This is an optimization exercise on Yosys and OpenROAD, whose aim is small area and a short achievable clock period, not a production implementation.
No activity file was given, so power comes from the tool's default toggle rates.

==> job 4840: inputs <==
Design byte_fifo, start of the top module:
module byte_fifo
  (
   input              clk,
   input              rst_n,
   input              sync_rst,
   input              input_data_valid,
   input  [4:0]       num_bytes_taken_from_fifo,
   input  [127:0]     input_data,
   input  [4:0]       num_bytes_in,
   output             data_valid,
   output reg [5:0]   num_bytes,
   output [127:0]     data
   );
==> module byte_fifo, before the edit <==
module byte_fifo
  (
   input              clk,
   input              rst_n,
   input              sync_rst,
   input              input_data_valid,
   input  [4:0]       num_bytes_taken_from_fifo,
   input  [127:0]     input_data,
   input  [4:0]       num_bytes_in,
   output             data_valid,
   output reg [5:0]   num_bytes,
   output [127:0]     data
   );
   reg [3:0]   rp;       
   reg [3:0]   wp;       
   reg [127:0] mem_a;    
   reg [127:0] mem_b;    
   wire [4:0] t   = num_bytes_taken_from_fifo;
   wire [4:0] nin = input_data_valid ? num_bytes_in : 5'd0;
   assign data_valid = (t != 5'd0) && ({1'b0, t} <= num_bytes);
   wire [4:0] t_eff = data_valid ? t : 5'd0;
   always @(posedge clk or negedge rst_n)
     if (~rst_n) begin
        num_bytes <= 6'd0;
        rp        <= 4'd0;
        wp        <= 4'd0;
     end else if (sync_rst) begin
        num_bytes <= 6'd0;
        rp        <= 4'd0;
        wp        <= 4'd0;
     end else begin
        num_bytes <= num_bytes - {1'b0, t_eff} + {1'b0, nin};
        rp        <= rp + t_eff[3:0];
        wp        <= wp + nin[3:0];
     end
   wire [127:0] rot_d [0:4];
   assign rot_d[0] = input_data;
   genvar g, l;
   generate
      for (g = 0; g < 4; g = g + 1) begin : g_wrot
         localparam integer S = 1 << g;
         assign rot_d[g+1] = wp[g] ? {rot_d[g][127-8*S:0], rot_d[g][127:128-8*S]} : rot_d[g];
      end
   endgenerate
   generate
      for (l = 0; l < 16; l = l + 1) begin : g_lane
         localparam [3:0] L = l;
         wire [3:0] p     = L - rp;
         wire       empty = (num_bytes <= {2'b00, p});
         wire       full  = (num_bytes > {2'b01, p});
         wire       rd    = data_valid & ({1'b0, p} < t);
         wire [7:0] din   = rot_d[4][8*l +: 8];
         always @(posedge clk) begin
            if (rd | empty) mem_a[8*l +: 8] <= full ? mem_b[8*l +: 8] : din;
            if (rd | ~full) mem_b[8*l +: 8] <= din;
         end
      end
   endgenerate
   wire [127:0] rot_q [0:4];
   assign rot_q[0] = mem_a;
   generate
      for (g = 0; g < 4; g = g + 1) begin : g_rrot
         localparam integer S = 1 << g;
         assign rot_q[g+1] = rp[g] ? {rot_q[g][8*S-1:0], rot_q[g][127:8*S]} : rot_q[g];
      end
   endgenerate
   assign data = rot_q[4];
endmodule
==> flow/config.mk <==
export PLATFORM = sky130hd
export DESIGN_NAME = byte_fifo
export DESIGN_NICKNAME = byte_fifo
export VERILOG_FILES = /design/flow/design.v
export SDC_FILE = /design/flow/constraint.sdc
export NUM_CORES = 4
export LEC_CHECK = 0
export CAP_MARGIN = 20
export CORE_MARGIN = 2
export CORE_UTILIZATION = 30
export SETUP_SLACK_MARGIN = 3
export SLEW_MARGIN = 20
==> flow/constraint.sdc <==
create_clock -name core_clock -period 5.5 [get_ports {clk}]
set_input_delay 1.1000 -clock core_clock [delete_from_list [all_inputs] [get_ports {clk}]]
set_output_delay 1.1000 -clock core_clock [all_outputs]
set_load 0.01 [all_outputs]
run.sh (not shown) runs the stock make flow with config.mk's settings and CLKGATE_MAP_FILE= SYNTH_SCRIPT=/design/flow/synth_recipe.tcl, a recipe that flattens the netlist after the stock synthesis.
==> inputs of job 7063, as changes to job 4840 <==
==> flow/design.v (replaced) <==
module byte_fifo
  (
   input              clk,
   input              rst_n,
   input              sync_rst,
   input              input_data_valid,
   input  [4:0]       num_bytes_taken_from_fifo,
   input  [127:0]     input_data,
   input  [4:0]       num_bytes_in,
   output             data_valid,
   output reg [5:0]   num_bytes,
   output [127:0]     data
   );
   reg [3:0]   rp;       
   reg [3:0]   wp;       
   reg [3:0]   rp_lo;    
   reg [3:0]   rp_hi;    
   reg [3:0]   wp_lo;    
   reg [3:0]   wp_hi;    
   reg [127:0] mem_a;    
   reg [127:0] mem_b;    
   wire [4:0] t   = num_bytes_taken_from_fifo;
   wire [4:0] nin = input_data_valid ? num_bytes_in : 5'd0;
   wire [6:0] left = {1'b0, num_bytes} - {2'b00, t};
   assign data_valid = (t != 5'd0) && !left[6];
   wire [5:0] cnt_keep = num_bytes + {1'b0, nin};
   wire [5:0] cnt_take = num_bytes + {1'b0, nin} - {1'b0, t};
   wire [4:0] rp_take  = {1'b0, rp} + t;    
   wire [3:0] rp_nxt = sync_rst ? 4'd0 : data_valid ? rp_take[3:0] : rp;
   wire [3:0] wp_nxt = sync_rst ? 4'd0 : wp + nin[3:0];
   function [3:0] onehot2;
      input [1:0] v;
      onehot2 = 4'b0001 << v;
   endfunction
   always @(posedge clk or negedge rst_n)
     if (~rst_n) begin
        num_bytes <= 6'd0;
        rp        <= 4'd0;
        wp        <= 4'd0;
        rp_lo     <= 4'b0001;
        rp_hi     <= 4'b0001;
        wp_lo     <= 4'b0001;
        wp_hi     <= 4'b0001;
     end else begin
        num_bytes <= sync_rst ? 6'd0 : data_valid ? cnt_take : cnt_keep;
        rp        <= rp_nxt;
        wp        <= wp_nxt;
        rp_lo     <= onehot2(rp_nxt[1:0]);
        rp_hi     <= onehot2(rp_nxt[3:2]);
        wp_lo     <= onehot2(wp_nxt[1:0]);
        wp_hi     <= onehot2(wp_nxt[3:2]);
     end
   wire [15:0] ge_rp, lt_wp, lt_t;
   genvar g, l, i;
   generate
      for (l = 0; l < 16; l = l + 1) begin : g_therm
         assign ge_rp[l] = (rp <= l);
         assign lt_wp[l] = (wp > l);
         assign lt_t[l]  = (t > l);
      end
   endgenerate
   wire        wrap_w = (wp < rp);
   wire [15:0] extra  = wrap_w ? (ge_rp | lt_wp) : (ge_rp & lt_wp);
   wire [15:0] rd_q, rd_int;
   generate
      for (l = 0; l < 16; l = l + 1) begin : g_rdrot
         wire [3:0] s1, s2;
         for (i = 0; i < 4; i = i + 1) begin : g_way
            assign s1[i] = lt_t[(l - i + 16) % 16] & rp_lo[i];
            assign s2[i] = rd_q[(l - 4*i + 16) % 16] & rp_hi[i];
         end
         assign rd_q[l]   = |s1;
         assign rd_int[l] = |s2;
      end
   endgenerate
   wire [127:0] wr1, wr2;
   generate
      for (l = 0; l < 16; l = l + 1) begin : g_wrot
         wire [7:0] s1 [0:3];
         wire [7:0] s2 [0:3];
         for (i = 0; i < 4; i = i + 1) begin : g_way
            assign s1[i] = input_data[8*((l - i + 16) % 16) +: 8] & {8{wp_lo[i]}};
            assign s2[i] = wr1[8*((l - 4*i + 16) % 16) +: 8] & {8{wp_hi[i]}};
         end
         assign wr1[8*l +: 8] = s1[0] | s1[1] | s1[2] | s1[3];
         assign wr2[8*l +: 8] = s2[0] | s2[1] | s2[2] | s2[3];
      end
   endgenerate
   wire ge16 = num_bytes[5] | num_bytes[4];
   generate
      for (l = 0; l < 16; l = l + 1) begin : g_lane
         wire       empty = ~ge16 & ~extra[l];
         wire       full  = num_bytes[5] | (num_bytes[4] & extra[l]);
         wire       load  = data_valid & rd_int[l] | empty;
         wire [7:0] din   = wr2[8*l +: 8];
         always @(posedge clk) begin
            mem_a[8*l +: 8] <= (din & {8{load & ~full}})
                             | (mem_b[8*l +: 8] & {8{load & full}})
                             | (mem_a[8*l +: 8] & {8{~load}});
            if (load | ~full) mem_b[8*l +: 8] <= din;
         end
      end
   endgenerate
   wire [127:0] rd1, rd2;
   generate
      for (l = 0; l < 16; l = l + 1) begin : g_rrot
         wire [7:0] s1 [0:3];
         wire [7:0] s2 [0:3];
         for (i = 0; i < 4; i = i + 1) begin : g_way
            assign s1[i] = mem_a[8*((l + i) % 16) +: 8] & {8{rp_lo[i]}};
            assign s2[i] = rd1[8*((l + 4*i) % 16) +: 8] & {8{rp_hi[i]}};
         end
         assign rd1[8*l +: 8] = s1[0] | s1[1] | s1[2] | s1[3];
         assign rd2[8*l +: 8] = s2[0] | s2[1] | s2[2] | s2[3];
      end
   endgenerate
   assign data = rd2;
endmodule
==> flow/flow/run.sh (new file) <==
#!/bin/bash
# Standard layout, with plain buf_1 cells as the port buffers.
set -euo pipefail
bash standard.sh "BUFFER_PORTS_ARGS=-buffer_cell sky130_fd_sc_hd__buf_1" finish > standard.log 2>&1
==> flow/standard.sh (new file) <==
#!/bin/bash
# synth_recipe.tcl (not shown) runs the flow's synth.tcl, then flattens the netlist and writes it again
# the make line also repeats each setting of config.mk as NAME=value (left out here)
make -C /OpenROAD-flow-scripts/flow DESIGN_CONFIG=/design/flow/config.mk WORK_HOME=/design/flow/orfs CLKGATE_MAP_FILE= SYNTH_SCRIPT=/design/flow/synth_recipe.tcl "${@:-finish}"
- SETUP_SLACK_MARGIN: 3 -> 2
removed: flow/run.sh
==> inputs of job 8557, as changes to job 4840 <==
--- a/flow/design.v
+++ b/flow/design.v
@@ -18,6 +18,9 @@
    wire [4:0] t   = num_bytes_taken_from_fifo;
    wire [4:0] nin = input_data_valid ? num_bytes_in : 5'd0;
-   assign data_valid = (t != 5'd0) && ({1'b0, t} <= num_bytes);
-   wire [4:0] t_eff = data_valid ? t : 5'd0;
+   wire [6:0] left = {1'b0, num_bytes} - {2'b00, t};
+   assign data_valid = (t != 5'd0) && !left[6];
+   wire [5:0] cnt_keep = num_bytes + {1'b0, nin};
+   wire [5:0] cnt_take = num_bytes + {1'b0, nin} - {1'b0, t};
+   wire [4:0] rp_take  = {1'b0, rp} + t;    
    always @(posedge clk or negedge rst_n)
      if (~rst_n) begin
@@ -30,11 +33,23 @@
         wp        <= 4'd0;
      end else begin
-        num_bytes <= num_bytes - {1'b0, t_eff} + {1'b0, nin};
-        rp        <= rp + t_eff[3:0];
-        wp        <= wp + nin[3:0];
+        num_bytes <= data_valid ? cnt_take : cnt_keep;
+        if (data_valid)
+          rp <= rp_take[3:0];
+        wp <= wp + nin[3:0];
      end
+   wire [15:0] ge_rp, lt_wp, lt_re;
+   genvar g, l;
+   generate
+      for (l = 0; l < 16; l = l + 1) begin : g_therm
+         assign ge_rp[l] = (rp <= l);
+         assign lt_wp[l] = (wp > l);
+         assign lt_re[l] = (rp_take[3:0] > l);
+      end
+   endgenerate
+   wire        wrap_w = (wp < rp);
+   wire [15:0] extra  = wrap_w ? (ge_rp | lt_wp) : (ge_rp & lt_wp);
+   wire [15:0] rd_int = rp_take[4] ? (ge_rp | lt_re) : (ge_rp & lt_re);
    wire [127:0] rot_d [0:4];
    assign rot_d[0] = input_data;
-   genvar g, l;
    generate
       for (g = 0; g < 4; g = g + 1) begin : g_wrot
@@ -43,11 +58,10 @@
       end
    endgenerate
+   wire ge16 = num_bytes[5] | num_bytes[4];
    generate
       for (l = 0; l < 16; l = l + 1) begin : g_lane
-         localparam [3:0] L = l;
-         wire [3:0] p     = L - rp;
-         wire       empty = (num_bytes <= {2'b00, p});
-         wire       full  = (num_bytes > {2'b01, p});
-         wire       rd    = data_valid & ({1'b0, p} < t);
+         wire       empty = ~ge16 & ~extra[l];
+         wire       full  = num_bytes[5] | (num_bytes[4] & extra[l]);
+         wire       rd    = data_valid & rd_int[l];
          wire [7:0] din   = rot_d[4][8*l +: 8];
          always @(posedge clk) begin
- SETUP_SLACK_MARGIN: 3 -> 2
==> inputs of job 6205, as changes to job 4840 <==
--- a/flow/design.v
+++ b/flow/design.v
@@ -18,6 +18,9 @@
    wire [4:0] t   = num_bytes_taken_from_fifo;
    wire [4:0] nin = input_data_valid ? num_bytes_in : 5'd0;
-   assign data_valid = (t != 5'd0) && ({1'b0, t} <= num_bytes);
-   wire [4:0] t_eff = data_valid ? t : 5'd0;
+   wire [6:0] left = {1'b0, num_bytes} - {2'b00, t};
+   assign data_valid = (t != 5'd0) && !left[6];
+   wire [5:0] cnt_keep = num_bytes + {1'b0, nin};
+   wire [5:0] cnt_take = num_bytes + {1'b0, nin} - {1'b0, t};
+   wire [4:0] rp_take  = {1'b0, rp} + t;    
    always @(posedge clk or negedge rst_n)
      if (~rst_n) begin
@@ -30,11 +33,23 @@
         wp        <= 4'd0;
      end else begin
-        num_bytes <= num_bytes - {1'b0, t_eff} + {1'b0, nin};
-        rp        <= rp + t_eff[3:0];
-        wp        <= wp + nin[3:0];
+        num_bytes <= data_valid ? cnt_take : cnt_keep;
+        if (data_valid)
+          rp <= rp_take[3:0];
+        wp <= wp + nin[3:0];
      end
+   wire [15:0] ge_rp, lt_wp, lt_re;
+   genvar g, l;
+   generate
+      for (l = 0; l < 16; l = l + 1) begin : g_therm
+         assign ge_rp[l] = (rp <= l);
+         assign lt_wp[l] = (wp > l);
+         assign lt_re[l] = (rp_take[3:0] > l);
+      end
+   endgenerate
+   wire        wrap_w = (wp < rp);
+   wire [15:0] extra  = wrap_w ? (ge_rp | lt_wp) : (ge_rp & lt_wp);
+   wire [15:0] rd_int = rp_take[4] ? (ge_rp | lt_re) : (ge_rp & lt_re);
    wire [127:0] rot_d [0:4];
    assign rot_d[0] = input_data;
-   genvar g, l;
    generate
       for (g = 0; g < 4; g = g + 1) begin : g_wrot
@@ -43,11 +58,10 @@
       end
    endgenerate
+   wire ge16 = num_bytes[5] | num_bytes[4];
    generate
       for (l = 0; l < 16; l = l + 1) begin : g_lane
-         localparam [3:0] L = l;
-         wire [3:0] p     = L - rp;
-         wire       empty = (num_bytes <= {2'b00, p});
-         wire       full  = (num_bytes > {2'b01, p});
-         wire       rd    = data_valid & ({1'b0, p} < t);
+         wire       empty = ~ge16 & ~extra[l];
+         wire       full  = num_bytes[5] | (num_bytes[4] & extra[l]);
+         wire       rd    = data_valid & rd_int[l];
          wire [7:0] din   = rot_d[4][8*l +: 8];
          always @(posedge clk) begin
- SETUP_SLACK_MARGIN: 3 -> 1.5
==> run notes <==
Setup path
The slowest stage of the critical path belongs to the cell sky130_fd_sc_hd__mux4_2. The critical path starts at rp[0]$_DFFE_PN0P_. The type of origin of the critical path is a register.

STA
The worst path in the final design needs a cycle of 4.08 ns, including I/O delays and setup.

Finish
The finished layout holds 2635 standard cells, fillers aside. The register area is 8070 um^2.

Die
The die is 287 um wide. The area of the placeable core is 79000 um^2.

Outcome
The flow ran to the end and the layout has no timing, DRC or antenna violations.

Clocking
The count of buffers added by post-CTS timing repair for setup is 11.

Placed design
The placed wire-length estimate after detailed placement is 60700 um. The number of instances in the placed design is 2569.

Pwr
The net switching power is 8760 uW.
[end of results for job 6205]
==> run notes <==
Outcome
The flow ran to the end and the layout has no timing, DRC or antenna violations.

Finish
For this run, the number of standard cells in the final layout without fillers is 4174. Across the whole layout, storage elements account for 7220 um^2.

Placed design
The number of instances in the placed design is 4082.

Setup path
The cell with the largest stage delay on the worst path is sky130_fd_sc_hd__buf_4. The startpoint of the most critical setup path is num_bytes_taken_from_fifo[0].

Die
The area of the placeable core is 80400 um^2.

Pwr
Summed over all nets, the switching power comes to 10200 uW.
[end of results for job 7063]
==> run notes <==
Yosys
The multiplexer share of the synthesized area is 41.9%. The netlist area before placement is 24400 um^2.

Clocking
The count of buffers added by post-CTS timing repair for setup is 160.

Setup path
STA classifies the critical path startpoint as a register. The startpoint of the most critical setup path is rp[0]$_DFF_PN0_.

Placed design
The placed wire-length estimate after detailed placement is 76500 um. The number of placed instances, taps included, is 2985.

Die
The region available for standard cell placement spans 80400 um^2. The floorplan step set the die width to 289 um.

STA
The clock period could shrink to 3.92 ns.

Outcome
The flow ran to the end and the layout has no timing, DRC or antenna violations.

Finish
Excluding fillers, the count of instances in the completed layout stands at 3273. In the final layout, flip-flops and latches occupy 8080 um^2.

Pwr
The net switching power is 12100 uW.
[end of results for job 4840]
==> run notes <==
Outcome
The flow ran to the end and the layout has no timing, DRC or antenna violations.

Clocking
The count of buffers added by post-CTS timing repair for setup is 22.

Placed design
The placed wire-length estimate after detailed placement is 60700 um.

Setup path
The startpoint of the most critical setup path is rp[0]$_DFFE_PN0P_. The cell with the largest stage delay on the worst path is sky130_fd_sc_hd__mux4_2. The type of origin of the critical path is a register.

Die
The area of the placeable core is 79000 um^2.

STA
After layout, the minimum clock period comes to 3.92 ns.

Finish
The final standard cell count with taps included and fillers excluded is 2700. Registers take 8070 um^2.

Pwr
The analysis attributes to net switching a power of 9180 uW.
[end of results for job 8557]
Function was not checked in any run of this note: the RTL went through the layout flow alone.

==> afterwards: timing with drivers on the ports <==
The results above use ideal ports. As a check the final layouts listed here were re-extracted and re-timed, cells and wires unchanged.
Step 1 assumes that a clkbuf_16 drives the clock port and a buf_2 every other input.
Step 2 adds t to the input delays and takes it off the output delays; t is the mean of the earliest and latest rising clock arrival at the registers after step 1. Input paths then give back, and output paths get back, about the clock's delay inside the block.
Slacks: no drivers / after step 1 / after step 2; pairs: no drivers / after step 1.
run	shift t [ns]	setup slack, ns	clock arrival spread, ns	worst register clock-pin slew, ns	cell pins on the clock port's net
job 4840	0.615	1.584 / 1.525 / 1.159	0.012 / 0.011	0.07 / 0.07	1
job 7063	0.631	2.020 / 1.985 / 1.506	0.013 / 0.013	0.07 / 0.07	1
job 8557	0.613	1.577 / 1.516 / 1.467	0.017 / 0.017	0.07 / 0.07	1
job 6205	0.597	1.420 / 1.364 / 1.081	0.014 / 0.014	0.07 / 0.07	1
After both steps every run listed still meets setup and hold. The setup slack of job 7063, which loses most, moves by -0.035 ns with the drivers and by -0.514 ns with both steps.
